Source: an optimization exercise on an open RTL-to-GDS flow (aim: a short achievable clock period and few clock cycles). Production flows keep margins and buffers that such runs may drop. Function was checked by simulation only, so behaviour that the tests miss may differ from the original. Power is estimated from default activity; no workload was simulated.

**flow/flow/run.sh**
```bash
#!/bin/bash
set -euo pipefail
export SETUP_SLACK_MARGIN=$(cat flow/margin.txt)
export BUFFER_PORTS_ARGS="-buffer_cell sky130_fd_sc_hd__buf_4"
bash standard.sh > flow_make.log 2>&1
```
**flow/flow/margin.txt**
```
5
```
**flow/standard.sh**
```bash
#!/bin/bash
# synth_recipe.tcl (not shown) runs the flow's synth.tcl, then flattens the netlist and writes it again
# the make line also repeats each setting of config.mk as NAME=value (left out here)
make -C /OpenROAD-flow-scripts/flow DESIGN_CONFIG=/design/flow/config.mk WORK_HOME=/design/flow/orfs CLKGATE_MAP_FILE= SYNTH_SCRIPT=/design/flow/synth_recipe.tcl "${@:-finish}"
```
**flow/config.mk**
```make
export PLATFORM = sky130hd
export DESIGN_NAME = rv32is
export DESIGN_NICKNAME = rv32is
export VERILOG_FILES = /design/flow/design.v
export SDC_FILE = /design/flow/constraint.sdc
export NUM_CORES = 4
export LEC_CHECK = 0
export CAP_MARGIN = 20
export CORE_MARGIN = 2
export CORE_UTILIZATION = 40
export SLEW_MARGIN = 20
export TNS_END_PERCENT = 100
```
**flow/constraint.sdc**
```tcl
create_clock -name core_clock -period 9.0 [get_ports {clk}]
set_input_delay 1.8000 -clock core_clock [delete_from_list [all_inputs] [get_ports {clk}]]
set_output_delay 1.8000 -clock core_clock [all_outputs]
set_load 0.01 [all_outputs]
```
**flow/design.v**
```verilog
module FA(
    output f,cout,
    input x,y,cin
);
    assign f= x ^ y ^ cin;
    assign cout= (x & y) | (x & cin) | (y & cin);
endmodule
/*verilator lint_off UNOPTFLAT*/
module CLU4(
    output [4:1] c,
    input [4:1] p,g,
    input c0
);
    assign c[1]=g[1] | (p[1] & c0);
    genvar i;
    generate
        for (i=2;i<=4;i=i+1) begin
            assign c[i]=g[i] | (p[i] & c[i-1]);
        end
    endgenerate
endmodule
/*verilator lint_off PINMISSING*/
/*verilator lint_off UNOPTFLAT*/
module CLA4(
    output [3:0] f,
    output cout,
    input [3:0] x,y,
    input cin
);
    wire [4:1] p,g;
    wire [4:1] c;
    assign p=x|y;
    assign g=x&y;
    CLU4 gen(
        .c0(cin),
        .p(p),
        .g(g),
        .c(c)
    );
    genvar i;
    FA adder(
        .x(x[0]),
        .y(y[0]),
        .cin(cin),
        .f(f[0])
    );
    generate
        for (i=1;i<=3;i=i+1) begin
            FA adder(
                .x(x[i]),
                .y(y[i]),
                .cin(c[i]),
                .f(f[i])
            );
        end
    endgenerate
    assign cout = c[4];
endmodule
/*verilator lint_off PINMISSING*/
module CLA8(
    output [7:0] f,
    output cout,
    input [7:0] x,y,
    input cin
);
    wire cin2;
    wire [3:0] p,g;
    assign p=x[3:0] | y[3:0];
    assign g=x[3:0] & y[3:0];
    assign cin2=g[3] | (p[3]&g[2]) | (p[3]&p[2]&g[1]) | (p[3]&p[2]&p[1]&g[0]) | (p[3]&p[2]&p[1]&p[0]&cin);
    CLA4 adder_low(
        .x(x[3:0]),
        .y(y[3:0]),
        .cin(cin),
        .f(f[3:0])
    );
    CLA4 adder_high(
        .x(x[7:4]),
        .y(y[7:4]),
        .cin(cin2),
        .f(f[7:4]),
        .cout(cout)
    );
endmodule
module Adder32(
    output [31:0] result,
    output cout,
    input [31:0] x,y,
    input sub
);
    parameter t=32;
    wire [3:0] Gg,Pg;
    wire [7:0] p[3:0],g[3:0];
    wire [4:0] c;
    wire [3:0] cout_temp;
    genvar i;
    generate
        for (i=0;i<=3;i=i+1) begin
            assign p[i]=x[i*8+7:i*8] | y[i*8+7:i*8];
            assign g[i]=x[i*8+7:i*8] & y[i*8+7:i*8];
            assign Pg[i] = (p[i]==8'hff ? 1 : 0);
            assign Gg[i] = g[i][7] | (p[i][7] & g[i][6]) | (p[i][7] & p[i][6] & g[i][5]) | (p[i][7] & p[i][6] & p[i][5] & g[i][4]) 
            | (p[i][7] & p[i][6] & p[i][5] & p[i][4] & g[i][3]) | (p[i][7] & p[i][6] & p[i][5] & p[i][4] & p[i][3] & g[i][2]) | 
            (p[i][7] & p[i][6] & p[i][5] & p[i][4] & p[i][3] & p[i][2] & g[i][1]) | (p[i][7] & p[i][6] & p[i][5] & p[i][4] & p[i][3] & p[i][2] & p[i][1] & p[i][0] & g[i][0]);
        end
    endgenerate
    CLU4 gen(
        .p(Pg),
        .g(Gg),
        .c0(sub),
        .c(c[4:1])
    );
    assign c[0]=sub;
    wire [7:0] ff[3:0];
    generate
        for (i=0;i<=3;i=i+1) begin
            CLA8 adder8(
                .x(x[i*8+7:i*8]),
                .y(y[i*8+7:i*8]),
                .cin(c[i]),
                .cout(cout_temp[i]),
                .f(ff[i])
            );
        end
    endgenerate
    assign result = {ff[3], ff[2], ff[1], ff[0]};
    assign cout = cout_temp[3];
endmodule
module Adder32_p(
    output [31:0] f,
    output OF,SF,CF,ZF,
    output cout,
    input [31:0] x,y,
    input sub
);
    wire [31:0] tmp;
    assign tmp = (sub ? ~y : y);
    Adder32 adder32(
        .x(x),
        .y(tmp),
        .sub(sub),
        .cout(cout),
        .result(f)
    );
    assign OF = (!x[31] & !tmp[31] & f[31]) | (x[31] & tmp[31] & !f[31]);
    assign SF = f[31];
    assign ZF = (f == 32'h00000000 ? 1 : 0);
    assign CF = cout ^ sub;
endmodule
module barrelshift(
    input [31:0] din,
    input [4:0] shamt,
    input AL,
    input LR,
    output reg [31:0] dout
);
    wire sgn; assign sgn = (AL == 1) ? din[31] : 0;
    integer i;
    always @(*) begin
        if (LR == 0) begin  
            for (i = 0; i <= 31; i = i + 1) begin
                if (i >= shamt) dout[i] = din[i - {27'b0, shamt}]; else dout[i] = 0;
            end
        end
        else begin  
            for (i = 0; i <= 31; i= i + 1) begin
                if (i >= 32 - {27'b0, shamt}) dout[i] = sgn; else dout[i] = din[i + {27'b0, shamt}];
            end
        end
    end
endmodule
module mux8(
    input [31:0] a0, a1, a2, a3, a4, a5, a6, a7,
    input [2:0] s,
    output reg [31:0] result
);
    always @(*) begin
        case (s)
            3'b000: result = a0;
            3'b001: result = a1;
            3'b010: result = a2;
            3'b011: result = a3;
            3'b100: result = a4;
            3'b101: result = a5;
            3'b110: result = a6;
            3'b111: result = a7;
        endcase 
    end
endmodule
/*verilator lint_off CASEINCOMPLETE*/
module ALU_signal(
    input [3:0] aluctr,
    output SUBctr,
    output SFTctr,
    output ALctr,
    output reg [2:0] OPctr,
    output SIGctr
);
    assign SUBctr = (aluctr == 4'b0000) ? 0 : 1;
    assign SFTctr = (aluctr == 4'b0001) ? 0 : 1;
    assign ALctr  = (aluctr == 4'b1101) ? 1 : 0;
    assign SIGctr = (aluctr == 4'b0011) ? 0 : 1;
    always @(*) begin
        case(aluctr)
            4'b0000: OPctr = 3'b000;
            4'b0001: OPctr = 3'b100;
            4'b0010: OPctr = 3'b110;
            4'b0011: OPctr = 3'b110;
            4'b0100: OPctr = 3'b011;
            4'b0101: OPctr = 3'b100;
            4'b0110: OPctr = 3'b010;
            4'b0111: OPctr = 3'b001;
            4'b1000: OPctr = 3'b000;
            4'b1101: OPctr = 3'b100;
            4'b1111: OPctr = 3'b101;
            default: OPctr = 3'b000;
        endcase
    end
endmodule
module ALU_RV32(
    input [31:0] da, db,
    input [3:0] aluctr,
    output zero,
    output [31:0] result
);
    wire SUBctr, SFTctr, ALctr, SIGctr; wire [2:0] OPctr;
    ALU_signal sig_generator(
        .aluctr(aluctr),
        .SUBctr(SUBctr),
        .SFTctr(SFTctr),
        .ALctr(ALctr),
        .OPctr(OPctr),
        .SIGctr(SIGctr)
    );
    wire CF, OF, SF, comF, cout;
    wire [31:0] input0, input1, input2, input3, input4, input5, input6, input7;
    Adder32_p adder (
        .sub(SUBctr),
        .x(da),
        .y(db),
        .OF(OF), .SF(SF), .CF(CF), .ZF(zero),
        .f(input0),
        .cout(cout)
    );
    assign input1 = da & db;
    assign input2 = da | db;
    assign input3 = da ^ db;
    barrelshift shift(
        .din(da),
        .shamt(db[4:0]),
        .AL(ALctr),
        .LR(SFTctr),
        .dout(input4)
    );
    assign input5 = db;
    assign comF = (SIGctr == 1) ? (OF ^ SF) : CF;
    assign input6 = (comF == 1) ? 32'h00000001 : 32'h00000000;
    assign input7 = 0;
    mux8 selector (
        .a0(input0), .a1(input1), .a2(input2), .a3(input3),
        .a4(input4), .a5(input5), .a6(input6), .a7(input7),
        .s(OPctr),
        .result(result)
    );
endmodule
/*verilator lint_off CASEINCOMPLETE*/
module CtrSignal(
    input [4:0] op,
    input [2:0] func3,
    input func7,
    input ban,
    output reg [2:0] ExtOp,
    output reg [2:0] Branch,
    output reg [1:0] ALUBSrc,
    output reg [3:0] ALUctr,
    output reg [2:0] MemOp,
    output reg RegWr, MemtoReg, ALUASrc, MemWr
);
    always @(*) begin
        if (ban) begin
            ExtOp = 3'b000;
            Branch = 3'b000;
            ALUBSrc = 2'b00;
            ALUctr = 4'b0000;
            MemOp = 3'b000;
            RegWr = 0;
            MemtoReg = 0;
            ALUASrc = 0;
            MemWr = 0;
        end
        else begin
            ExtOp = 3'b110;
            Branch = 3'b000;
            ALUBSrc = 2'b00;
            ALUctr = 4'b0000;
            MemOp = 3'b000;
            RegWr = 0;
            MemtoReg = 0;
            ALUASrc = 0;
            MemWr = 0;
            case (op)
                5'b01101: begin 
                    ExtOp = 3'b001; RegWr = 1; MemtoReg = 0; MemWr = 0; ALUASrc = 0; ALUBSrc = 2'b01; 
                    Branch = 3'b000; MemOp = 3'b000; ALUctr = 4'b1111;
                end
                5'b00101: begin 
                    ExtOp = 3'b001; RegWr = 1; MemtoReg = 0; MemWr = 0; ALUASrc = 1; ALUBSrc = 2'b01;
                    Branch = 3'b000; MemOp = 3'b000; ALUctr = 4'b0000;
                end
                5'b00100: begin 
                    ExtOp = 3'b000; RegWr = 1; MemtoReg = 0; MemWr = 0; ALUASrc = 0; ALUBSrc = 2'b01;
                    Branch = 3'b000; MemOp = 3'b000;
                    if (func3 != 3'b101) ALUctr = {1'b0, func3}; else ALUctr = {func7, func3};
                end
                5'b01100: begin
                    ExtOp = 3'b101; RegWr = 1; MemtoReg = 0; MemWr = 0; ALUASrc = 0; ALUBSrc = 2'b00;
                    Branch = 3'b000; MemOp = 3'b000; ALUctr = {func7, func3};
                end
                5'b11011: begin 
                    ExtOp = 3'b100; RegWr = 1; MemtoReg = 0; MemWr = 0; ALUASrc = 1; ALUBSrc = 2'b10;
                    Branch = 3'b001; MemOp = 3'b000; ALUctr = 4'b0000;
                end
                5'b11001: begin
                    ExtOp = 3'b000; RegWr = 1; MemtoReg = 0; MemWr = 0; ALUASrc = 1; ALUBSrc = 2'b10;
                    Branch = 3'b010; MemOp = 3'b000; ALUctr = 4'b0000;
                end
                5'b11000: begin
                    ExtOp = 3'b011; RegWr = 0; MemtoReg = 0; MemWr = 0; ALUASrc = 0; ALUBSrc = 2'b00;
                    case (func3)
                        3'b000: Branch = 3'b100;
                        3'b001: Branch = 3'b101;
                        3'b100: Branch = 3'b110;
                        3'b101: Branch = 3'b111;
                        3'b110: Branch = 3'b110;
                        3'b111: Branch = 3'b111;
                    endcase
                    MemOp = 3'b000;
                    if (func3 == 3'b110 || func3 == 3'b111) ALUctr = 4'b0011; else ALUctr = 4'b0010;
                end
                5'b00000: begin
                    ExtOp = 3'b000; RegWr = 1; MemtoReg = 1; MemWr = 0; ALUASrc = 0; ALUBSrc = 2'b01;
                    Branch = 3'b000;
                    case (func3)
                        3'b000: MemOp = 3'b001;
                        3'b001: MemOp = 3'b010;
                        3'b010: MemOp = 3'b000;
                        3'b100: MemOp = 3'b101;
                        3'b101: MemOp = 3'b110;
                    endcase
                    ALUctr = 4'b0000;
                end
                5'b01000: begin
                    ExtOp = 3'b010; RegWr = 0; MemtoReg = 0; MemWr = 1; ALUASrc = 0; ALUBSrc = 2'b01;
                    Branch = 3'b000;
                    case (func3)
                        3'b000: MemOp = 3'b001;
                        3'b001: MemOp = 3'b010;
                        3'b010: MemOp = 3'b000;
                    endcase
                    ALUctr = 4'b0000;
                end
            endcase
        end
    end
endmodule
module InstrToImm(
	input [31:0] instr,
    input [2:0] ExtOp,
    output reg [31:0] imm,
    output reg reada,
    output reg readb,
    output reg protect
);
	always @(*) begin
		case(ExtOp)
			0: begin  
				imm = {{20{instr[31]}}, instr[31:20]};                               
				reada = 1; readb = 0; protect = 1;
			end
			1: begin  
				imm = {instr[31:12], 12'b0};
				reada = 0; readb = 0; protect = 1;
			end
			2: begin  
				imm = {{20{instr[31]}}, instr[31:25], instr[11:7]};                  
				reada = 1; readb = 1; protect = 0;
			end
			3: begin  
				imm = {{20{instr[31]}}, instr[7], instr[30:25], instr[11:8],1'b0};   
				reada = 1; readb = 1; protect = 0;
			end
			4: begin  
				imm = {{12{instr[31]}}, instr[19:12], instr[20], instr[30:21],1'b0}; 
				reada = 0; readb = 0; protect = 0;
			end
			5: begin  
				imm = 0;
				reada = 1; readb = 1; protect = 1;
			end
			default: begin
				imm = 0;
				reada = 0; readb = 0; protect = 0;
			end
		endcase
	end
endmodule
module Regfiles(
    input clk, flush,
    input reada, readb,
    input [4:0] ra,
    input [4:0] rb,
    input we,
    input [4:0] rw,
    input [31:0] busw,
    input protect,
    input [4:0] protectw,
    output reg [31:0] busa,
    output reg [31:0] busb,
    output reg conflict,
    output [31:0] x0 , x1 , x2 , x3 , x4 , x5 , x6 ,  x7,
    output [31:0] x8 , x9 , x10, x11, x12, x13, x14, x15,
    output [31:0] x16, x17, x18, x19, x20, x21, x22, x23,
    output [31:0] x24, x25, x26, x27, x28, x29, x30, x31
);
    reg [31:0] registers[31:0]; integer i;
    reg reg_status[31:0];
    always @(*) begin
        busa = (ra == 5'b00000) ? 32'h00000000 : registers[ra];
        busb = (rb == 5'b00000) ? 32'h00000000 : registers[rb];
    end
    wire write;
    assign write = (we == 1'b1 && rw != 5'b00000);
    always @(posedge clk) begin
        if (write) begin registers[rw] <= busw; reg_status[rw] <= 0; end
        if (flush) begin
            for (i = 0; i <= 31; i = i + 1)
                if (!(write && rw == i[4:0])) reg_status[i] <= 0;
            conflict <= 0;
        end
        else begin
            if (protect && ((!reada || reg_status[ra] == 0) && (!readb || reg_status[rb] == 0)) && reg_status[protectw] == 0 && (!write || (write && protectw != rw)) && protectw != 0) begin
                reg_status[protectw] <= 1;
            end
            conflict <= ((reada && reg_status[ra] == 1) || (readb && reg_status[rb] == 1) || (protect && protectw != 0 && reg_status[protectw] == 1)) ? 1 : 0;
        end
    end
    assign x0 = 32'h00000000; assign x1 = registers[1]; assign x2 = registers[2]; assign x3 = registers[3];
    assign x4 = registers[4]; assign x5 = registers[5]; assign x6 = registers[6]; assign x7 = registers[7];
    assign x8 = registers[8]; assign x9 = registers[9]; assign x10 = registers[10]; assign x11 = registers[11];
    assign x12 = registers[12]; assign x13 = registers[13]; assign x14 = registers[14]; assign x15 = registers[15];
    assign x16 = registers[16]; assign x17 = registers[17]; assign x18 = registers[18]; assign x19 = registers[19];
    assign x20 = registers[20]; assign x21 = registers[21]; assign x22 = registers[22]; assign x23 = registers[23];
    assign x24 = registers[24]; assign x25 = registers[25]; assign x26 = registers[26]; assign x27 = registers[27];
    assign x28 = registers[28]; assign x29 = registers[29]; assign x30 = registers[30]; assign x31 = registers[31];
endmodule
module IF(
    input clk, rst, flush, block,
    input [31:0] inputPC,
    output [31:0] imemaddr,
    input [31:0] imemdataout,
    output [31:0] currentPC,
    output [31:0] snPC,
    output [31:0] currentInstr,
    input in_valid,
    input out_ready,
    output out_valid,
    output in_ready
);
    reg [31:0] PC;
    reg reg_valid_r;
    wire cout, receive_flag, send_flag;
    always @(negedge clk) begin
        reg_valid_r <= 1;
        if (receive_flag) begin
            PC <= inputPC;
        end
    end
    Adder32 snpc_gen (
        .sub(0),
        .x(PC), .y(32'h00000004),
        .result(snPC),
        .cout(cout)
    );
    assign imemaddr = PC;
    assign currentPC = PC;
    assign currentInstr = imemdataout;
    assign send_flag = out_valid & out_ready;
    assign receive_flag = in_valid & in_ready;
    assign out_valid = reg_valid_r & (~block) & (~flush) & (~rst);
    assign in_ready = 1;
endmodule
module ID(
    input clk, flush, block,
    input [31:0] in_instr,
    input [31:0] in_PC,
    input in_RegWr,
    input [31:0] in_busw,
    input [4:0] in_rw,
    output [31:0] currentPC,
    output [31:0] imm,
    output [2:0] Branch,
    output [1:0] ALUBSrc,
    output [3:0] ALUctr,
    output [2:0] MemOp,
    output RegWr, MemtoReg, ALUASrc, MemWr,
    output [31:0] busa, busb,
    output [4:0] rw,
    output blk,
    output done,
    output [31:0] reg00,
    output [31:0] reg01,
    output [31:0] reg02,
    output [31:0] reg03,
    output [31:0] reg04,
    output [31:0] reg05,
    output [31:0] reg06,
    output [31:0] reg07,
    output [31:0] reg08,
    output [31:0] reg09,
    output [31:0] reg10,
    output [31:0] reg11,
    output [31:0] reg12,
    output [31:0] reg13,
    output [31:0] reg14,
    output [31:0] reg15,
    output [31:0] reg16,
    output [31:0] reg17,
    output [31:0] reg18,
    output [31:0] reg19,
    output [31:0] reg20,
    output [31:0] reg21,
    output [31:0] reg22,
    output [31:0] reg23,
    output [31:0] reg24,
    output [31:0] reg25,
    output [31:0] reg26,
    output [31:0] reg27,
    output [31:0] reg28,
    output [31:0] reg29,
    output [31:0] reg30,
    output [31:0] reg31,
    input in_valid,
    input out_ready,
    output out_valid,
    output in_ready
);
    reg reg_valid_r;
    reg [31:0] reg_instr, reg_PC;
    wire receive_flag, send_flag;
    always @(negedge clk) begin
        if (flush) reg_valid_r <= 0;
        else reg_valid_r <= (receive_flag || (reg_valid_r && !send_flag)) ? 1 : 0;
        if (receive_flag) begin
            reg_instr   <= in_instr;
            reg_PC      <= in_PC;
        end
    end
    wire [2:0] ExtOp;
    wire reada, readb, protect;
    CtrSignal CtrSignal(
        .op(reg_instr[6:2]),
        .func3(reg_instr[14:12]),
        .func7(reg_instr[30]),
		.ban(flush),
        .ExtOp(ExtOp),
        .Branch(Branch),
        .ALUBSrc(ALUBSrc),
        .ALUctr(ALUctr),
        .RegWr(RegWr),
        .MemtoReg(MemtoReg),
        .MemOp(MemOp),
        .ALUASrc(ALUASrc),
        .MemWr(MemWr)
    );
    InstrToImm InstrToImm(
        .instr(reg_instr),
        .ExtOp(ExtOp),
        .imm(imm),
        .reada(reada),
        .readb(readb),
        .protect(protect)
    );
    Regfiles Regfiles(
        .clk(clk), .flush(flush),
        .reada(reada), .readb(readb),
        .ra(reg_instr[19:15]),
        .rb(reg_instr[24:20]),
        .we(in_RegWr),
        .busw(in_busw),
        .rw(in_rw),
        .protect(protect & reg_valid_r),
        .protectw(reg_instr[11:7]),
        .busa(busa), .busb(busb),
        .conflict(blk),
        .x0(reg00),
        .x1(reg01),
        .x2(reg02),
        .x3(reg03),
        .x4(reg04),
        .x5(reg05),
        .x6(reg06),
        .x7(reg07),
        .x8(reg08),
        .x9(reg09),
        .x10(reg10),
        .x11(reg11),
        .x12(reg12),
        .x13(reg13),
        .x14(reg14),
        .x15(reg15),
        .x16(reg16),
        .x17(reg17),
        .x18(reg18),
        .x19(reg19),
        .x20(reg20),
        .x21(reg21),
        .x22(reg22),
        .x23(reg23),
        .x24(reg24),
        .x25(reg25),
        .x26(reg26),
        .x27(reg27),
        .x28(reg28),
        .x29(reg29),
        .x30(reg30),
        .x31(reg31)
    );
    assign currentPC = reg_PC;
    assign rw = reg_instr[11:7];
    assign done = (reg_instr == 32'hdead10cc) ? 1 : 0;
    assign send_flag = out_valid & out_ready;
    assign receive_flag = in_valid & in_ready;
    assign out_valid = reg_valid_r & (~block) & (~flush);
    assign in_ready = !reg_valid_r || (reg_valid_r && send_flag);
endmodule
module EX (
    input clk, flush,
    input [31:0] in_busa, in_busb,
    input [4:0] in_rw,
    input [31:0] in_PC,
    input [31:0] in_imm,
    input [2:0] in_Branch,
    input [1:0] in_ALUBSrc,
    input [3:0] in_ALUctr,
    input [2:0] in_MemOp,
    input in_RegWr, in_MemtoReg, in_ALUASrc, in_MemWr,
    input in_done,
    output zero,
    output [31:0] result,
    output [31:0] currentPC,
    output [31:0] imm,
    output [31:0] busa, busb,
    output [4:0] rw,
    output [2:0] Branch,
    output [2:0] MemOp,
    output RegWr, MemtoReg, MemWr,
    output done,
    input in_valid,
    input out_ready,
    output out_valid,
    output in_ready
);
    reg reg_valid_r;
    reg [31:0] reg_PC, reg_imm, reg_busa, reg_busb;
    reg [4:0] reg_rw;
    reg [2:0] reg_Branch;
    reg [1:0] reg_ALUBSrc;
    reg [3:0] reg_ALUctr;
    reg [2:0] reg_MemOp;
    reg reg_RegWr, reg_MemtoReg, reg_ALUASrc, reg_MemWr;
    reg reg_done;
    wire receive_flag, send_flag;
    always @(negedge clk) begin
        if (flush) reg_valid_r <= 0;
        else reg_valid_r <= (receive_flag || (reg_valid_r && !send_flag)) ? 1 : 0;
        if (receive_flag) begin
            reg_PC          <= in_PC;
            reg_imm         <= in_imm;
            reg_busa        <= in_busa;
            reg_busb        <= in_busb;
            reg_rw          <= in_rw;
            reg_Branch      <= in_Branch;
            reg_ALUBSrc     <= in_ALUBSrc;
            reg_ALUctr      <= in_ALUctr;
            reg_MemOp       <= in_MemOp;
            reg_RegWr       <= in_RegWr;
            reg_MemtoReg    <= in_MemtoReg;
            reg_ALUASrc     <= in_ALUASrc;
            reg_MemWr       <= in_MemWr;
            reg_done        <= in_done;
        end
    end
    wire [31:0] ALUa, ALUb;
    assign ALUa = (reg_ALUASrc == 1 ? reg_PC : reg_busa);
    assign ALUb = (reg_ALUBSrc == 2'b00) ? reg_busb : ((reg_ALUBSrc == 2'b01) ? reg_imm : 32'h00000004);
    ALU_RV32 ALU(
        .da(ALUa),
        .db(ALUb),
        .aluctr(reg_ALUctr),
        .result(result),
        .zero(zero)
    );
    assign currentPC = reg_PC;
    assign Branch = reg_Branch;
    assign MemOp = reg_MemOp;
    assign RegWr = reg_RegWr;
    assign MemtoReg = reg_MemtoReg;
    assign MemWr = reg_MemWr;
    assign imm = reg_imm;
    assign busa = reg_busa;
    assign busb = reg_busb;
    assign rw = reg_rw;
    assign done = reg_done;
    assign send_flag = out_valid & out_ready;
    assign receive_flag = in_valid & in_ready;
    assign out_valid = reg_valid_r & (~flush);
    assign in_ready = !reg_valid_r || (reg_valid_r && send_flag);
endmodule
/*verilator lint_off CASEINCOMPLETE*/
module JumpCtr(
    input [2:0] Branch,
    input result0,
    input zero,
    output reg NxtASrc,
    output reg NxtBSrc
);
    always@(*)
        case(Branch)
            3'b000: begin NxtASrc = 0; NxtBSrc = 0; end
            3'b001: begin NxtASrc = 0; NxtBSrc = 1; end
            3'b010: begin NxtASrc = 1; NxtBSrc = 1; end
            3'b100: begin NxtASrc = 0; NxtBSrc = zero; end
            3'b101: begin NxtASrc = 0; NxtBSrc = ~zero; end
            3'b110: begin NxtASrc = 0; NxtBSrc = result0; end
            3'b111: begin NxtASrc = 0; NxtBSrc = zero | (~result0); end
            default: begin NxtASrc = 0; NxtBSrc = 0; end
       endcase
endmodule
/*verilator lint_off PINMISSING*/
module NextAddr(
    input zero,
    input rst,
    input result0,
    input [2:0] Branch,
    input [31:0] imm,
    input [31:0] currentPC,
    input [31:0] busa,
    output [31:0] nextPC
);
    wire NxtASrc, NxtBSrc;
    JumpCtr jumper (
        .zero(zero),
        .result0(result0),
        .Branch(Branch),
        .NxtASrc(NxtASrc),
        .NxtBSrc(NxtBSrc)
    );
    wire [31:0] da, db;
    assign db = (NxtBSrc == 1) ? imm : 32'h00000004;
    assign da = (NxtASrc == 1) ? busa : currentPC;
    Adder32_p adder_jump (
        .x(da),
        .y(db),
        .sub(1'b0),
        .f(nextPC)
    );
endmodule
module M(
    input clk,
    input rst,
    output reg flush,
    input MemWr,
    input [2:0] MemOp,
    input [2:0] Branch,
    input done, 
    input zero,
    input [31:0] Di,
    input [31:0] ALUout,
    input [31:0] imm,
    input [31:0] currentPC,
    input [31:0] busa,
    input MemtoReg,
    input RegWr,
    input [4:0] Rd,
    output reg MemtoReg_o,
    output reg RegWr_o,
    output reg [4:0] Rd_o,
    output reg [31:0] ALUout_o,
	output reg [2:0] Branch_o,
	output reg zero_o,
    output reg done_o,
    output reg [31:0] PC_o,
	output [31:0] dmemaddr,
	input [31:0] dmemdataout,
	output [31:0] dmemdatain,
	output [2:0] dmemop,
	output dmemwe,
    output [31:0] Do,
    input in_valid,
    input out_ready,
    output in_ready,
    output out_valid,
    output [31:0] nextPC
);
    reg reg_valid_r;
    wire send_flag, receive_flag;
    assign send_flag = out_valid & out_ready;
    assign receive_flag = in_valid & in_ready;
    assign out_valid = reg_valid_r & (~rst);
    assign in_ready = !reg_valid_r || (reg_valid_r && send_flag);
    reg we;
    reg [2:0] MemOp_i;
    reg [31:0] Di_i;
    reg [2:0] Branch_i;
    reg [31:0] addr;
    reg zero_i;
    reg [31:0] imm_i;
    reg [31:0] currentPC_i;
    reg [31:0] busa_i;
    always@(negedge clk) begin
        if (rst) reg_valid_r <= 0;
        else reg_valid_r <= (receive_flag || (reg_valid_r && !send_flag)) ? 1 : 0;
        if (receive_flag) begin
            reg_valid_r <= 1'b1;
            MemtoReg_o <= MemtoReg;
            RegWr_o <= RegWr;
            Rd_o <= Rd;
            ALUout_o <= ALUout;
			Branch_o <= Branch;
            we <= MemWr;
            MemOp_i <= MemOp;
            Di_i <= Di;
            Branch_i <= Branch;
            addr <= ALUout;
            zero_i <= zero;
			zero_o <= zero;
            imm_i <= imm;
            currentPC_i <= currentPC;
            busa_i <= busa;
            done_o <= done;
            PC_o <= currentPC;
        end
        else Branch_o <= 0;
        if (rst) begin
            addr <= 32'h00000000;
            MemOp_i <= 3'b000;
        end
        flush <= (receive_flag && Branch != 3'b0) ? 1 : 0;
    end
	assign dmemaddr = addr;
	assign Do = dmemdataout;
	assign dmemdatain = Di_i;
	assign dmemop = MemOp_i;
	assign dmemwe = we & reg_valid_r;
    wire result0 = addr[0];
    NextAddr NextAddr (
		.zero(zero_i),
		.rst(flush),
		.result0(result0),
		.Branch(Branch_i),
		.imm(imm_i),
		.currentPC(currentPC_i),
		.busa(busa_i),
		.nextPC(nextPC)
	);
endmodule
module WB(
    input clk, rst, flush,
    input MemtoReg,
    input RegWr,
    input done,
    input [4:0] Rd,
    input [31:0] Do,
    input [31:0] ALUout,
    input [31:0] currentPC,
    output reg [31:0] Di,
    output reg WE,
    output reg [4:0] Rw,
    output reg wb,
    output reg done_o,
    output reg [31:0] PC_o,
    input in_valid,
    output in_ready
);
    reg reg_valid_r;
    wire receive_flag, send_flag;
    assign send_flag = 1;
    assign receive_flag = in_valid & in_ready;
    assign in_ready = 1'b1;
    always @(negedge clk) begin
        if (rst) reg_valid_r <= 1'b0;
        else reg_valid_r <= (receive_flag || (reg_valid_r && !send_flag)) ? 1 : 0;
        if (receive_flag) begin
            reg_valid_r <= 1'b1;
            Di <= (MemtoReg) ? Do : ALUout;
            WE <= RegWr & (~done);
            Rw <= Rd;
            wb <= 1'b1;
            done_o <= done;
            PC_o <= currentPC;
        end
        else begin
            WE <= 1'b0;
            wb <= 1'b0;
        end
    end
endmodule
module rv32is(
    input 	clk,
	input 	rst,
	output [31:0] imemaddr,
	input  [31:0] imemdataout,
	output [31:0] dmemaddr,
	input  [31:0] dmemdataout,
	output [31:0] dmemdatain,
	output [2:0] dmemop,
	output	dmemwe,
	output reg [31:0] dbg_pc,
	output reg done,
	output reg wb,
	output [31:0] reg00, reg01, reg02, reg03, reg04, reg05, reg06, reg07,
				  reg08, reg09, reg10, reg11, reg12, reg13, reg14, reg15,
				  reg16, reg17, reg18, reg19, reg20, reg21, reg22, reg23,
				  reg24, reg25, reg26, reg27, reg28, reg29, reg30, reg31
);
    reg [31:0] rf [1:31];
    reg        tk_r;
    reg        tk_o;           
    reg [31:0] fa_tr, fa_ntr;
    reg        bv_tr, bv_ntr, ds_tr, ds_ntr, bp_tr, bp_ntr;
    wire [31:0] fa = tk_r ? fa_tr : fa_ntr;    
    reg [31:0] bpc;         
    wire       bvalid = tk_r ? bv_tr : bv_ntr;   
    wire       dspec  = tk_r ? ds_tr : ds_ntr;   
    wire       bpred  = tk_r ? bp_tr : bp_ntr;   
    reg        btb_v;
    reg [31:0] btb_pc, btb_tgt;
    reg        bi_v, bi_b, bi_tk;   
    reg [31:0] bi_pc, bi_tgt;
    reg        e_vp, e_kl;             
    wire       e_valid = e_vp & ~e_kl;
    reg [31:0] e_a, e_b, e_imm, e_target, e_pc, e_pcp4, e_eval;
    reg        s_add, s_sub, s_sll, s_slt, s_sltu, s_xor, s_srl, s_sra, s_or, s_and;
    reg        c_eq, c_ne, c_lt, c_ge, c_ltu, c_geu;
    reg        kp_fb, kp_brr, kp_jalr, kp_jale, kp_bp;
    wire       k_fb   = kp_fb   & ~e_kl;   
    wire       k_brr  = kp_brr  & ~e_kl;   
    wire       k_jalr = kp_jalr & ~e_kl;   
    wire       k_jale = kp_jale & ~e_kl;   
    wire       k_bp   = kp_bp   & ~e_kl;   
    reg        e_back;                 
    reg        e_zaddi;                
    reg [31:0] e_nimm;
    reg        kp_ebi;
    wire       k_ebi  = kp_ebi  & ~e_kl;   
    reg        e_ld, e_st, e_link, e_halt, e_wen, e_early;
    reg [4:0]  e_rd;
    reg [2:0]  e_mop;
    reg        m_valid, m_wen, m_ld, m_we, m_halt;
    reg [4:0]  m_rd;
    reg [31:0] m_result, m_addr, m_sdata, m_pc;
    reg [2:0]  m_mop;
    reg        w_valid, w_wen, w_ld, w_halt;
    reg [4:0]  w_rd;
    reg [31:0] w_result, w_pc;
    wire [31:0] d_ins = imemdataout;
    wire [31:0] d_pc  = bpc;
    wire        d_valid = bvalid;
    wire        d_free  = ~dspec;                  
    wire [6:0]  d_opc = d_ins[6:0];
    wire [4:0]  d_rd  = d_ins[11:7];
    wire [2:0]  d_f3  = d_ins[14:12];
    wire [4:0]  d_rs1 = d_ins[19:15];
    wire [4:0]  d_rs2 = d_ins[24:20];
    wire op_lui   = d_opc == 7'b0110111;
    wire op_auipc = d_opc == 7'b0010111;
    wire op_jal   = d_opc == 7'b1101111;
    wire op_jalr  = d_opc == 7'b1100111;
    wire op_br    = d_opc == 7'b1100011;
    wire op_ld    = d_opc == 7'b0000011;
    wire op_st    = d_opc == 7'b0100011;
    wire op_alui  = d_opc == 7'b0010011;
    wire op_alur  = d_opc == 7'b0110011;
    wire op_halt  = d_ins == 32'hdead10cc;
    wire use1 = op_jalr | op_br | op_ld | op_st | op_alui | op_alur;
    wire use2 = op_br | op_st | op_alur;
    wire d_wen = (op_lui | op_auipc | op_jal | op_jalr | op_ld | op_alui | op_alur) & (d_rd != 5'd0);
    wire [31:0] immI = {{20{d_ins[31]}}, d_ins[31:20]};
    wire [31:0] immS = {{20{d_ins[31]}}, d_ins[31:25], d_ins[11:7]};
    wire [31:0] immB = {{20{d_ins[31]}}, d_ins[7], d_ins[30:25], d_ins[11:8], 1'b0};
    wire [31:0] immJ = {{12{d_ins[31]}}, d_ins[19:12], d_ins[20], d_ins[30:21], 1'b0};
    wire [31:0] immU = {d_ins[31:12], 12'b0};
    wire triv     = op_jal ? (immJ == 32'd4) : (immB == 32'd4);
    wire [19:0] pc_hi   = d_pc[31:12];
    reg  [19:0] pc_hip, pc_him;
    reg  [11:0] pc_hjp, pc_hjm;
    reg  [31:0] bpc4;
    wire [12:0] tb_lo   = {1'b0, d_pc[11:0]} + {1'b0, immB[11:0]};
    wire [31:0] tgtB    = {immB[31] ? (tb_lo[12] ? pc_hi : pc_him) : (tb_lo[12] ? pc_hip : pc_hi), tb_lo[11:0]};
    wire [20:0] tj_lo   = {1'b0, d_pc[19:0]} + {1'b0, immJ[19:0]};
    wire [31:0] tgtJ    = {immJ[31] ? (tj_lo[20] ? d_pc[31:20] : pc_hjm) : (tj_lo[20] ? pc_hjp : d_pc[31:20]), tj_lo[19:0]};
    wire [31:0] tgtU    = {d_pc[31:12] + d_ins[31:12], d_pc[11:0]};
    wire [31:0] d_target = op_jal ? tgtJ : tgtB;
    wire        j_early  = e_valid & e_wen & e_early & (e_rd == d_rs1);
    wire [19:0] ev_hip   = e_eval[31:12] + 20'd1;
    wire [19:0] ev_him   = e_eval[31:12] - 20'd1;
    wire [12:0] tr_lo    = {1'b0, e_eval[11:0]} + {1'b0, immI[11:0]};
    wire [31:0] j_target = {immI[31] ? (tr_lo[12] ? e_eval[31:12] : ev_him) : (tr_lo[12] ? ev_hip : e_eval[31:12]), tr_lo[11:0]};
    wire [31:0] A = e_a;
    wire [31:0] B = e_b;
    wire [31:0] agu = A + e_imm;
    wire        eq  = A == B;
    wire        ltu = A < B;
    wire        lt  = (A[31] ^ B[31]) ? A[31] : ltu;
    wire signed [31:0] As = A;
    wire [31:0] sra = As >>> B[4:0];
    wire taken = (c_eq & eq) | (c_ne & ~eq) | (c_lt & lt) | (c_ge & ~lt) |
                 (c_ltu & ltu) | (c_geu & ~ltu);
    wire [31:0] e_res = ({32{s_add}}  & (A + B)) |
                        ({32{s_sub}}  & (A - B)) |
                        ({32{s_sll}}  & (A << B[4:0])) |
                        ({32{s_slt}}  & {31'd0, lt}) |
                        ({32{s_sltu}} & {31'd0, ltu}) |
                        ({32{s_xor}}  & (A ^ B)) |
                        ({32{s_srl}}  & (A >> B[4:0])) |
                        ({32{s_sra}}  & sra) |
                        ({32{s_or}}   & (A | B)) |
                        ({32{s_and}}  & (A & B)) |
                        ({32{e_link}} & e_pcp4);
    wire [31:0] w_wdata = w_ld ? dmemdataout : w_result;
    wire e_hit1 = e_valid & e_wen & (e_rd == d_rs1);
    wire e_hit2 = e_valid & e_wen & (e_rd == d_rs2);
    wire m_hit1 = m_valid & m_wen & (m_rd == d_rs1);
    wire m_hit2 = m_valid & m_wen & (m_rd == d_rs2);
    wire w_hit1 = w_valid & w_wen & (w_rd == d_rs1);
    wire w_hit2 = w_valid & w_wen & (w_rd == d_rs2);
    wire [1023:0] rfv;
    assign rfv[31:0] = 32'd0;
    genvar gi;
    generate for (gi = 1; gi < 32; gi = gi + 1) begin : rfr
        assign rfv[gi*32 +: 32] = rf[gi];
    end endgenerate
    wire [31:0] rf1 = rfv[d_rs1*32 +: 32];
    wire [31:0] rf2 = rfv[d_rs2*32 +: 32];
    wire sa_e = use1 & e_hit1;
    wire sa_m = use1 & ~e_hit1 & m_hit1;
    wire sa_w = use1 & ~e_hit1 & ~m_hit1 & w_hit1;
    wire sa_r = use1 & ~e_hit1 & ~m_hit1 & ~w_hit1;
    wire sa_p = op_auipc;
    wire sb_e = use2 & e_hit2;
    wire sb_m = use2 & ~e_hit2 & m_hit2;
    wire sb_w = use2 & ~e_hit2 & ~m_hit2 & w_hit2;
    wire sb_r = use2 & ~e_hit2 & ~m_hit2 & ~w_hit2;
    wire sb_u = op_lui | op_auipc;
    wire sb_i = ~use2 & ~sb_u;
    wire [31:0] a_next = ({32{sa_e}} & e_res) | ({32{sa_m}} & m_result) | ({32{sa_w}} & w_wdata) |
                         ({32{sa_r}} & rf1)   | ({32{sa_p}} & d_pc);
    wire [31:0] b_next = ({32{sb_e}} & e_res) | ({32{sb_m}} & m_result) | ({32{sb_w}} & w_wdata) |
                         ({32{sb_r}} & rf2)   | ({32{sb_u}} & immU)     | ({32{sb_i}} & immI);
    wire stall = d_valid & ((use1 & ((e_hit1 & e_ld) | (m_hit1 & m_ld))) |
                            (use2 & ((e_hit2 & e_ld) | (m_hit2 & m_ld))));
    wire d_jal = d_valid & op_jal & ~triv & d_free;               
    wire d_jr  = d_valid & op_jalr & j_early & d_free;            
    wire e_zero = e_a == e_nimm;
    wire eb_c   = op_br & (d_f3[2:1] == 2'b00) & e_valid & e_wen & e_zaddi &
                  (((d_rs2 == 5'd0) & (d_rs1 == e_rd)) | ((d_rs1 == 5'd0) & (d_rs2 == e_rd)));
    wire eb_tk  = d_f3[0] ? ~e_zero : e_zero;
    wire d_eb   = d_valid & op_br & ~triv & d_free & eb_c;
    wire d_ebt  = d_eb & eb_tk & ~bpred;                           
    wire d_ebn  = d_eb & ~eb_tk & bpred;                           
    wire d_bp  = d_valid & op_br  & ~triv & d_free & bpred & ~eb_c;    
    wire d_fb  = d_valid & op_br  & ~triv & d_free & ~bpred & ~eb_c;   
    wire kill_nt = k_jalr | k_jale;                      
    wire kill_t  = kill_nt | k_brr | k_fb;               
    wire        bhit_t  = btb_v & (btb_pc == fa_tr);
    wire        bhit_nt = btb_v & (btb_pc == fa_ntr);
    wire [31:0] seq_t   = bhit_t  ? btb_tgt : fa_tr  + 32'd4;
    wire [31:0] seq_nt  = bhit_nt ? btb_tgt : fa_ntr + 32'd4;
    wire        bhit   = tk_r ? bhit_t : bhit_nt;
    wire [31:0] fa_seq = tk_r ? seq_t : seq_nt;
    reg [31:0] fa_d; reg bv_d, ds_d, bp_d;
    always @(*) begin
        ds_d = 1'b0; bp_d = 1'b0;
        if (stall)      begin fa_d = bpc;                      bv_d = 1'b0; end
        else if (d_jal) begin fa_d = tgtJ;                     bv_d = 1'b0; end
        else if (d_jr)  begin fa_d = {j_target[31:1], 1'b0};   bv_d = 1'b0; end
        else if (d_ebt) begin fa_d = tgtB;                     bv_d = 1'b0; end
        else if (d_ebn) begin fa_d = bpc4;                     bv_d = 1'b0; end
        else if (d_fb)  begin fa_d = tgtB;                     bv_d = 1'b1; ds_d = 1'b1; end
        else            begin fa_d = fa_seq;                   bv_d = 1'b1; bp_d = bhit; end
    end
    wire [31:0] fa_e = k_jalr ? {agu[31:1], 1'b0} : e_target;    
    wire [31:0] fa_t = (kill_nt | k_brr) ? fa_e : k_fb ? fa_seq : fa_d;
    wire        bv_t = (kill_nt | k_brr) ? 1'b0 : k_fb ? 1'b1 : bv_d;
    wire        ds_t = kill_t ? 1'b0 : ds_d;
    wire        bp_t = (kill_nt | k_brr) ? 1'b0 : k_fb ? bhit : bp_d;
    wire [31:0] fa_nt = kill_nt ? fa_e : k_fb ? (stall ? bpc : bpc4) : k_bp ? e_pcp4 : fa_d;
    wire        bv_nt = (kill_nt | k_fb | k_bp) ? 1'b0 : bv_d;
    wire        ds_nt = (kill_nt | k_fb | k_bp) ? 1'b0 : ds_d;
    wire        bp_nt = (kill_nt | k_fb | k_bp) ? 1'b0 : bp_d;
    wire        killd  = taken ? kill_t : (kill_nt | k_bp);
    wire        dgo    = d_valid & ~stall;                
    assign imemaddr = tk_o ? fa_tr : fa_ntr;
    assign dmemaddr   = m_addr;
    assign dmemop     = m_mop;
    assign dmemdatain = m_sdata;
    assign dmemwe     = m_we;
    always @(posedge clk) begin
        if (rst) begin
            tk_r   <= 1'b0;
            fa_tr  <= 32'h80000000;
            fa_ntr <= 32'h80000000;
            bv_tr  <= 1'b0;
            bv_ntr <= 1'b0;
            ds_tr  <= 1'b0;
            ds_ntr <= 1'b0;
            bp_tr  <= 1'b0;
            bp_ntr <= 1'b0;
            btb_v  <= 1'b0;
            bi_v   <= 1'b0;
            bi_b   <= 1'b0;
        end else begin
            tk_r   <= taken;
            fa_tr  <= fa_t;
            fa_ntr <= fa_nt;
            bv_tr  <= bv_t;
            bv_ntr <= bv_nt;
            ds_tr  <= ds_t;
            ds_ntr <= ds_nt;
            bp_tr  <= bp_t;
            bp_ntr <= bp_nt;
            bi_b   <= (k_fb | k_brr) & e_back;
            bi_v   <= k_ebi;
            if (bi_v | (bi_b & bi_tk)) begin
                btb_v   <= 1'b1;
                btb_pc  <= bi_pc;
                btb_tgt <= bi_tgt;
            end
        end
        bpc <= fa;
        bpc4   <= fa + 32'd4;
        pc_hip <= fa[31:12] + 20'd1;
        pc_him <= fa[31:12] - 20'd1;
        pc_hjp <= fa[31:20] + 12'd1;
        pc_hjm <= fa[31:20] - 12'd1;
        tk_o <= taken;             
        bi_tk  <= taken;
        bi_pc  <= e_pc;
        bi_tgt <= e_target;
    end
    always @(posedge clk) begin
        if (rst) begin
            e_vp    <= 1'b0;
            e_kl    <= 1'b0;
            kp_fb   <= 1'b0;
            kp_brr  <= 1'b0;
            kp_jalr <= 1'b0;
            kp_jale <= 1'b0;
            kp_bp   <= 1'b0;
            kp_ebi  <= 1'b0;
        end else begin
            e_vp    <= dgo;
            e_kl    <= killd;
            kp_ebi  <= dgo & d_eb & eb_tk & immB[31];
            kp_bp   <= dgo & d_bp;
            kp_fb   <= dgo & d_fb;
            kp_brr  <= dgo & op_br & ~triv & ~d_free;
            kp_jalr <= dgo & op_jalr & ~d_jr;
            kp_jale <= dgo & op_jal & ~triv & ~d_free;
        end
        e_pc    <= d_pc;
        e_pcp4  <= bpc4;
        e_a     <= a_next;
        e_b     <= b_next;
        e_imm   <= op_st ? immS : immI;
        e_target <= d_target;
        s_add   <= op_lui | op_auipc | ((op_alui | op_alur) & (d_f3 == 3'b000) & ~(op_alur & d_ins[30]));
        s_sub   <= op_alur & (d_f3 == 3'b000) & d_ins[30];
        s_sll   <= (op_alui | op_alur) & (d_f3 == 3'b001);
        s_slt   <= (op_alui | op_alur) & (d_f3 == 3'b010);
        s_sltu  <= (op_alui | op_alur) & (d_f3 == 3'b011);
        s_xor   <= (op_alui | op_alur) & (d_f3 == 3'b100);
        s_srl   <= (op_alui | op_alur) & (d_f3 == 3'b101) & ~d_ins[30];
        s_sra   <= (op_alui | op_alur) & (d_f3 == 3'b101) & d_ins[30];
        s_or    <= (op_alui | op_alur) & (d_f3 == 3'b110);
        s_and   <= (op_alui | op_alur) & (d_f3 == 3'b111);
        c_eq    <= op_br & (d_f3 == 3'b000);
        c_ne    <= op_br & (d_f3 == 3'b001);
        c_lt    <= op_br & (d_f3 == 3'b100);
        c_ge    <= op_br & (d_f3 == 3'b101);
        c_ltu   <= op_br & (d_f3 == 3'b110);
        c_geu   <= op_br & (d_f3 == 3'b111);
        e_ld    <= op_ld;
        e_st    <= op_st;
        e_link  <= op_jal | op_jalr;
        e_halt  <= op_halt;
        e_wen   <= d_wen;
        e_rd    <= d_rd;
        e_mop   <= {op_ld & d_f3[2], (d_f3[1:0] == 2'b01), (d_f3[1:0] == 2'b00)};
        e_early <= op_lui | op_auipc;
        e_eval  <= op_lui ? immU : tgtU;
        e_back  <= immB[31];
        e_zaddi <= op_alui & (d_f3 == 3'b000);
        e_nimm  <= 32'd0 - immI;
    end
    always @(posedge clk) begin
        if (rst) begin
            m_valid <= 1'b0;
            m_we    <= 1'b0;
            m_addr  <= 32'd0;
            m_mop   <= 3'b000;
        end else begin
            m_valid <= e_valid;
            m_we    <= e_valid & e_st;
            m_addr  <= agu;
            m_mop   <= e_mop;
        end
        m_wen    <= e_wen;
        m_ld     <= e_ld;
        m_rd     <= e_rd;
        m_halt   <= e_halt;
        m_pc     <= e_pc;
        m_result <= e_res;
        m_sdata  <= B;
    end
    always @(posedge clk) begin
        if (rst) w_valid <= 1'b0;
        else     w_valid <= m_valid;
        w_wen    <= m_wen;
        w_ld     <= m_ld;
        w_rd     <= m_rd;
        w_halt   <= m_halt;
        w_pc     <= m_pc;
        w_result <= m_result;
    end
    always @(posedge clk) begin
        if (w_valid & w_wen) rf[w_rd] <= w_wdata;
    end
    always @(posedge clk) begin
        if (rst) wb <= 1'b0;
        else     wb <= w_valid;
        dbg_pc <= w_pc;
        done   <= w_halt;
    end
    assign reg00 = 32'd0;
    assign reg01 = rf[1];  assign reg02 = rf[2];  assign reg03 = rf[3];
    assign reg04 = rf[4];  assign reg05 = rf[5];  assign reg06 = rf[6];  assign reg07 = rf[7];
    assign reg08 = rf[8];  assign reg09 = rf[9];  assign reg10 = rf[10]; assign reg11 = rf[11];
    assign reg12 = rf[12]; assign reg13 = rf[13]; assign reg14 = rf[14]; assign reg15 = rf[15];
    assign reg16 = rf[16]; assign reg17 = rf[17]; assign reg18 = rf[18]; assign reg19 = rf[19];
    assign reg20 = rf[20]; assign reg21 = rf[21]; assign reg22 = rf[22]; assign reg23 = rf[23];
    assign reg24 = rf[24]; assign reg25 = rf[25]; assign reg26 = rf[26]; assign reg27 = rf[27];
    assign reg28 = rf[28]; assign reg29 = rf[29]; assign reg30 = rf[30]; assign reg31 = rf[31];
endmodule
```
==> results of run 1 <==
cell families after synthesis:
group	after synthesis
AO/OA/AOI/OAI	1394
XOR/XNOR	365
adder cells (fa/ha/maj)	194
buffers and inverters	732
flip-flops	1786
multiplexers	1025
other	1
AND/OR/NAND/NOR	1632
timing repair:
item,4_1_cts,5_1_grt
setup buffers,106,103
endpoints found under the setup margin,250,124
resized for setup,318,201
hold buffers,0,0
pin swaps,63,126
cloned,29,5
worst paths after layout:
| path | slack [ns] | cells after the start | endpoint | from |
|---|---|---|---|---|
| setup reg to reg | 4.94 | 12 | fa_ntr[31] | e_imm[11] |
| setup / recovery | 4.78 | 15 | fa_ntr[25] | imemdataout[19] |
| hold / removal | 0.32 | 0 | m_halt | e_halt |
| hold reg to reg | 0.32 | 0 | m_halt | e_halt |
power breakdown:
group | switching [mW] | internal [mW] | leakage [nW]
Sequential | 0.163 | 8.79 | 15.9
Combinational | 1.36 | 0.764 | 25.4
Clock | 3.73 | 4.89 | 3.30
Total | 5.26 | 14.4 | 44.5
per-stage QoR:
stage          instance area (um^2)  power [mW]
3_5_place_dp                 103000       10.94
4_1_cts                      113100       19.52
6_report                     115100       19.71
3_3_place_gp                 103000       10.93
5_1_grt                      115100       20.03
2_1_floorplan                 91110       10.11
cell type report:
cell class / count / area [um^2] / share of cell area
Clock inverter: 112 / 1390 / 0.01207
Inverter: 212 / 855.8 / 0.007433
Multi-Input combinational cell: 4650 / 43440 / 0.3773
Tap cell: 2992 / 3744 / 0.03251
Clock buffer: 255 / 5411 / 0.04700
Timing Repair Buffer: 1630 / 13840 / 0.1202
Antenna cell: 34 / 85.08 / 0.0007389
Sequential cell: 1786 / 46380 / 0.4028
cell usage in the layout, fill, tap and decap left out, drive strengths merged, types with 37 or more instances in the layout:
cell	netlist	final
mux4	603	603
nand2b	37	37
ha	187	187
nor4	52	52
and2	36	37
o21ai	326	326
edfxtp	1055	1055
o221ai	45	45
inv	208	221
dfxtp	731	731
xnor2	236	236
o211ai	54	54
a222oi	45	45
a221oi	64	64
clkinv	4	68
nor3	121	121
nand2	528	528
a21o	66	69
a221o	39	39
xor2	129	129
nor2	475	477
buf	211	1607
a21oi	377	378
mux2	121	121
clkbuf	309	259
nand4	64	64
mux2i	301	301
a31oi	40	40
and3	46	46
nand3	114	114
a211oi	53	53
routing by layer:
metal	vias to the layer above	GRT usage
met4	36	0.3639
li1	30230	-
met3	1647	0.1837
met2	7149	0.6540
met1	40710	0.5733
met5	-	0
worst reg2reg max path: cells and delay by family (launching register included):
family / cells / cell delay [ns]
compound gates: 7 / 2.32
simple gates: 3 / 0.59
fa+ha+maj: 1 / 0.39
buf+inv: 1 / 0.33
flops: 1 / 0.31
==> metrics.md, run 1 <==
| Metric | Value |
|---|---|
| Outcome | `finished clean` |
| FF+latch count, synth | `around 1800` |
| Met3 routed WL | `78560 um` |
| Post-Syn Area | `between 0.09 and 0.1 mm^2` |
| Synth cell count leaders | `edfxtp_1 (1055), dfxtp_1 (731), mux4_2 (603)` |
| Syn Area/Cell | `12.66 um^2` |
| Hold slack | `between 0.3 and 0.4 ns` |
| Crit-path max FO | `5` |
| DR WL/cell | `approximately 48 um` |
| Slew @ Worst Pin | `1.221 ns` |
| Global-route wire length before repair | `between 700000 and 800000 um` |
| Main synth FF type | `edfxtp_1` |
| DIE AREA | `approximately 0.23 mm^2` |
| Mapped Cells | `just over 7000` |
| Via count | `between 70000 and 80000` |
| Synth Area in Simple Gates | `0.08487` |
| Leakage power | `44.54 nW` |
| Clk slew on worst S/H paths | `~0.060 ns` |
| I/O Buffers | `1191` |
| Hold crit path type | `flip-flop to flip-flop` |
| Drt pass-1 iters | `11` |
| Die Y | `approximately 480 um` |
| Post-synth EDFFs | `1055` |
| Post-synth top area cell | `edfxtp_1` |
| Setup TNS | `0 ns` |
| Largest family of logic cells by synthesized area | `multiplexers` |
| Max layer used | `met5` |
| DP HPWL | `408700 um` |
| H-tree depth | `4` |
| Peak supply drop | `approximately 0.00017 V` |
| Setup ws final | `approximately 4.8 ns` |
| RSZ-0062 raised after global routing | `yes` |
| Max reg flops | `just under 1000` |
| Post-Synth Adder-Cell Area | `0.02748` |
| Library cells used by synthesis | `125` |
| Top Ports | `1224` |
| Area contributors post-synth | `edfxtp_1 (35%), dfxtp_1 (16%), mux4_2 (15%), mux2i_1 (3.3%), ha_1 (2.6%)` |
| Initial antenna violation count | `78` |
| Vias in the first global route | `roughly 73000` |
| Crit path cell chain | `buf_16, buf_16, or4_4, nor4_4, nand4_1, and4_4, buf_6, and2_4, buf_4, buf_6, a221oi_2, a211oi_2, a2111oi_4, a221oi_2, a21o_1` |
| Routed Antenna Nets | `0` |
| Starting Density | `0.4020` |
| Synth async-reset ratio | `0` |
| Slew Limit Fails | `0` |
| WL final | `~560000 um` |
| Final Hold Fails | `0` |
| Power per cell area | `171.2 mW/mm^2` |
| Fmax | `roughly 0.24 GHz` |
| Row count | `approximately 170` |
| Placer Congestion | `between 1 and 1.5` |
| Dpl cells | `11030` |
| Number of max-cap violations | `0` |
| Residual DRC | `0` |
| Die W | `between 400 and 500 um` |
| Clk_skew | `~0.080 ns` |
| Grt total ovfl | `0` |
| CTS Buf Count | `~200` |
| Final Non-Filler Cells | `between 10000 and 15000` |
| Routed vias/inst | `just under 7` |
| Largest Register | `rf` |
| Crit path largest cell delay | `around 0.55 ns` |
| Clock sinks | `between 1500 and 2000` |
| Crit path DAT | `5.00 ns` |
| TritonCTS clock tree | `done` |
| Share of layout cells above drive strength 1 | `0.3637` |
| Pre-CTS setup slack | `between 2 and 3 ns` |
| Required @ worst endpoint | `roughly 9.8 ns` |
| Final setup viols | `0` |
| Met2 wire length | `roughly 230000 um` |
| Critical path class | `input pin to flip-flop` |
| Area grow syn2layout | `27.60%` |
| Total GRT Usage | `0.4669` |
| Root Driver | `clkbuf_16` |
| Total of warnings raised by yosys | `1` |
| DR iter-0 viols | `~15000` |
| Top cell type's share of synthesized area | `0.3511` |
| Final Net Count | `just under 9000` |
| Final Critical Period | `between 4 and 5 ns` |
| Largest net degree at the start of global routing | `147` |
| Slew headroom | `0.1776` |
| Critical Path End Type | `flip-flop` |
| Post-synthesis mux area share | `0.1990` |
| Final worst-path cycle share | `0.4687` |
| CP top delay family | `simple AND/OR/NAND/NOR gates` |
| Synth Area in Compound Gates | `0.1043` |
| Worst-Skew Late Latency | `~0.90 ns` |
| Core area | `~0.22 mm^2` |
| Met1 wire length | `between 150000 and 200000 um` |
| Count leader, synth | `edfxtp_1` |
| Crit path buf inv count | `5` |
| Post-layout util | `0.5130` |
| Seq/Total Area, Yosys | `0.5133` |
| CTS max path bufs | `3` |
| Xor/xnor share of the synthesized area | `0.03543` |
| Critical Path Source Type | `input pin` |
| Critical-path top delay cell | `or4_4` |
| Fillcell total | `19520` |
Testbench counts, summed over its fixed seeds: cycles 28,424.
==> run 2, diff against run 1 <==
==> flow/flow/margin.txt (replaced) <==
6
--- a/flow/config.mk
+++ b/flow/config.mk
@@ -7,6 +7,6 @@
 export LEC_CHECK = 0
 export CAP_MARGIN = 20
 export CORE_MARGIN = 2
-export CORE_UTILIZATION = 40
+export CORE_UTILIZATION = 33
 export SLEW_MARGIN = 20
 export TNS_END_PERCENT = 100
==> metrics.md, run 2 <==
| Metric | Value |
|---|---|
| Outcome | `finished clean` |
| Final setup viols | `0 (unchanged)` |
| CTS Buf Count | `205 (+4.6%)` |
| Slew headroom | `0.08106 (-0.09653)` |
| Largest Register | `rf` |
| Sw frac | `0.2766 (+0.009690)` |
| FF+latch count, synth | `1786 (unchanged)` |
| Critical Path Start | `imemdataout[29]` |
| Cts hold-fix bufs | `0 (unchanged)` |
| TritonCTS clock tree | `done` |
| Power per cell area | `146.8 mW/mm^2 (-14%)` |
| Required @ worst endpoint | `9.75 ns (-0.03 ns)` |
| DP HPWL | `448500 um (+9.7%)` |
| Residual DRC | `0 (unchanged)` |
| Clk_skew | `0.1464 ns (+0.06644 ns)` |
| Syn Area/Cell | `12.66 um^2 (unchanged)` |
| Vias in the first global route | `81430 (+11%)` |
| Leakage power | `55.75 nW (+25%)` |
| Post-synth EDFFs | `1055 (unchanged)` |
| Final Net Count | `10310 (+18%)` |
| Row count | `191 (+9.8%)` |
| Final worst-path cycle share | `0.4644 (-0.004243)` |
| Psw | `5.677 mW (+7.9%)` |
| Global-route wire length before repair | `824800 um (+15%)` |
| Seq/Total Area, Yosys | `0.5133 (unchanged)` |
| Largest net degree at the start of global routing | `63 (-57%)` |
| Setup TNS | `0 ns (unchanged)` |
| Via count | `89990 (+13%)` |
| Synth cell count leaders | `edfxtp_1 (1055), dfxtp_1 (731), mux4_2 (603)` |
| H-tree depth | `4 (unchanged)` |
| Slew Limit Fails | `0 (unchanged)` |
| Critical path class | `input pin to flip-flop` |
| Die W | `526.9 um (+10%)` |
| Placer Congestion | `1.052 (-2.5%)` |
| Most common cell after layout, fill and taps aside | `buf_4` |
| Critical Path End Type | `flip-flop` |
| Area contributors post-synth | `edfxtp_1 (35%), dfxtp_1 (16%), mux4_2 (15%), mux2i_1 (3.3%), ha_1 (2.6%)` |
| Root Driver | `clkbuf_16` |
| Critical Path Source Type | `input pin` |
| Routed Antenna Nets | `0 (unchanged)` |
| Core area | `0.2715 mm^2 (+21%)` |
| CTS max path bufs | `4 (+1)` |
| Peak supply drop | `0.0001947 V (+12%)` |
| Library cells used by synthesis | `125 (unchanged)` |
| Worst r2r src | `bpc[2]` |
| Final Hold Fails | `0 (unchanged)` |
| Number of max-cap violations | `0 (unchanged)` |
| P_int | `14.84 mW (+2.7%)` |
| Mapped Cells | `7129 (unchanged)` |
| WL final | `655500 um (+18%)` |
| Share of layout cells above drive strength 1 | `0.5210 (+0.1573)` |
| Setup ws final | `4.820 ns (+0.03819 ns)` |
| Synth async-reset ratio | `0 (unchanged)` |
| Top Ports | `1224 (unchanged)` |
| RSZ-0062 raised after global routing | `yes` |
| Crit-path max FO | `11 (+6)` |
| Max reg flops | `992 (unchanged)` |
| DR iter-0 viols | `15170 (+3.9%)` |
| Clock sinks | `1786 (unchanged)` |
| Drt pass-1 iters | `10 (-1)` |
| Post-synth top area cell | `edfxtp_1` |
| Clock share of power | `0.425 (-0.013)` |
| Post-Syn Area | `0.09023 mm^2 (unchanged)` |
| Area grow syn2layout | `54.89%` |
| Final Critical Period | `4.180 ns (-0.03819 ns)` |
| Total of warnings raised by yosys | `1 (unchanged)` |
| Hold Startpoint | `e_pc[20]` |
| Clk slew on worst S/H paths | `0.06 ns (about the same)` |
| Die Y | `526.9 um (+10%)` |
| Total GRT Usage | `0.4502 (-0.01667)` |
| Comb power frac | `0.138 (+0.030)` |
| DR WL/cell | `47.32 um (-0.53%)` |
| Count leader, synth | `edfxtp_1` |
| Fmax | `0.2392 GHz (+0.91%)` |
| Hold crit path type | `flip-flop to flip-flop` |
| Fillcell total | `23230 (+19%)` |
| I/O Buffers | `1191 (unchanged)` |
| Worst-Skew Late Latency | `0.98 ns (+0.08 ns)` |
| Seq pwr share | `0.437 (-0.017)` |
| Starting Density | `0.3324 (-0.06963)` |
| Crit path DAT | `4.93 ns (-0.07 ns)` |
| DIE AREA | `0.2776 mm^2 (+21%)` |
| Routed vias/inst | `6.497 (-4.9%)` |
| Top cell type's share of synthesized area | `0.3511 (unchanged)` |
| Initial antenna violation count | `97 (+24%)` |
| Slew @ Worst Pin | `1.378 ns (+0.1577 ns)` |
| Pre-CTS setup slack | `2.250 ns (-0.3886 ns)` |
| Most frequent cells in the layout | `buf_4 (1616), buf_6 (1302), edfxtp_1 (1055)` |
| Grt total ovfl | `0 (unchanged)` |
| Main synth FF type | `edfxtp_1` |
[run 2: layout make-up]
| class | count | area [um^2] | area share |
|---|---|---|---|
| multi-input cells | 4647 | 47370 | 0.3389 |
| flip-flops and latches | 1786 | 46570 | 0.3332 |
| repair buffers | 3197 | 33520 | 0.2398 |
| clock buffers | 270 | 5667 | 0.04054 |
| well taps | 3570 | 4467 | 0.03196 |
| clock inverters | 100 | 1099 | 0.007860 |
| inverters | 212 | 884.6 | 0.006329 |
| diodes | 66 | 165.2 | 0.001182 |
| repair inverters | 3 | 26.28 | 0.0001880 |
[run 2: stage by stage]
step | total power [mW] | std cells | cell area (um^2) | utilization | hold WS [ns]
4_1_cts | 20.18 | 13300 | 133800 | 0.4929 | 0.2961
2_1_floorplan | 10.19 | 7160 | 92880 | - | 0.3096
6_report | 20.52 | 13850 | 139800 | 0.5148 | 0.2934
3_5_place_dp | 11.07 | 11600 | 104300 | 0.3843 | 0.3121
3_3_place_gp | 11.06 | 11600 | 104300 | 0.3841 | 0.3101
5_1_grt | 20.77 | 13810 | 139700 | 0.5144 | 0.3136
[run 2: logic make-up after synthesis]
logic type               synth area share
flip-flops                         0.5133
AND/OR/NAND/NOR                   0.08487
AO/OA/AOI/OAI                      0.1043
multiplexers                       0.1990
buffers and inverters             0.03559
XOR/XNOR                          0.03543
adder cells (fa/ha/maj)           0.02748
other                          0.00004156
[run 2: worst paths after layout]
kind                                    to  slack, ns  cells past startpoint
worst max-delay path            fa_ntr[30]       4.82                     15
worst min-delay path              m_pc[20]       0.29                      0
worst max register to register  fa_ntr[30]       5.02                     14
worst min register to register    m_pc[20]       0.29                      0
[run 2: routing by layer]
layer / up-vias / part of all wire / GRT usage
met5: - / 0.00050 / 0.0005195
met4: 46 / 0.12 / 0.4128
met3: 2472 / 0.14 / 0.1696
met2: 8746 / 0.41 / 0.6443
met1: 45260 / 0.33 / 0.5201
li1: 33460 / - / -
[run 2: critical path, stage by stage]
cell	delay [ns]
buf_16	0.15
ha_4	0.23
a21o_1	0.21
or3_4	0.35
a31oi_4	0.23
or2_4	0.21
buf_12	0.15
buf_6	0.11
mux2i_4	0.24
mux2i_4	0.12
a221o_1	0.40
o22ai_2	0.21
nor2_4	0.08
nor4b_4	0.25
o22ai_1	0.12
[run 2: repair_timing]
| item | CTS | global route |
|---|---|---|
| pin swaps | 327 | 296 |
| endpoints found under the hold margin | 0 | 0 |
| gates resized for setup | 2428 | 437 |
| setup endpoints to repair | 1508 | 1368 |
| buffers inserted | 1228 | 476 |
| cloned | 107 | 6 |
[run 2: power groups by stage]
stage               clock network [mW]  registers, mW  logic [mW]
floorplan                            0           9.03        1.16
global placement                     0           9.14        1.93
detailed placement                   0           9.14        1.93
CTS                               8.68           8.96        2.55
global route                      8.99           8.96        2.81
finish                            8.72           8.97        2.83

[what the ideal ports hide]
Ports are ideal in the flow. The routed layouts listed here were re-timed in OpenROAD.
Step 1 sets driving cells, clkbuf_16 on the clock port and buf_2 on the other inputs (assumed; they add their load-dependent delay and slew).
Step 2 adds t to the input delays and takes it off the output delays; t is the mean of the earliest and latest rising clock arrival at the registers after step 1. Input paths then give back, and output paths get back, about the clock's delay inside the block.
a / b / c = no drivers / after step 1 / after step 2; a / b = the first two.
run	t (ns)	setup WS [ns]	hold slack, ns
run 1	0.976	4.782 / 4.560 / 3.584	0.323 / 0.323 / 0.323
run 2	1.003	4.820 / 4.621 / 3.618	0.293 / 0.293 / 0.293
After both steps every run listed still meets setup and hold. For run 2, which loses most, drivers alone change the setup slack by -0.199 ns; drivers and shift together by -1.202 ns.
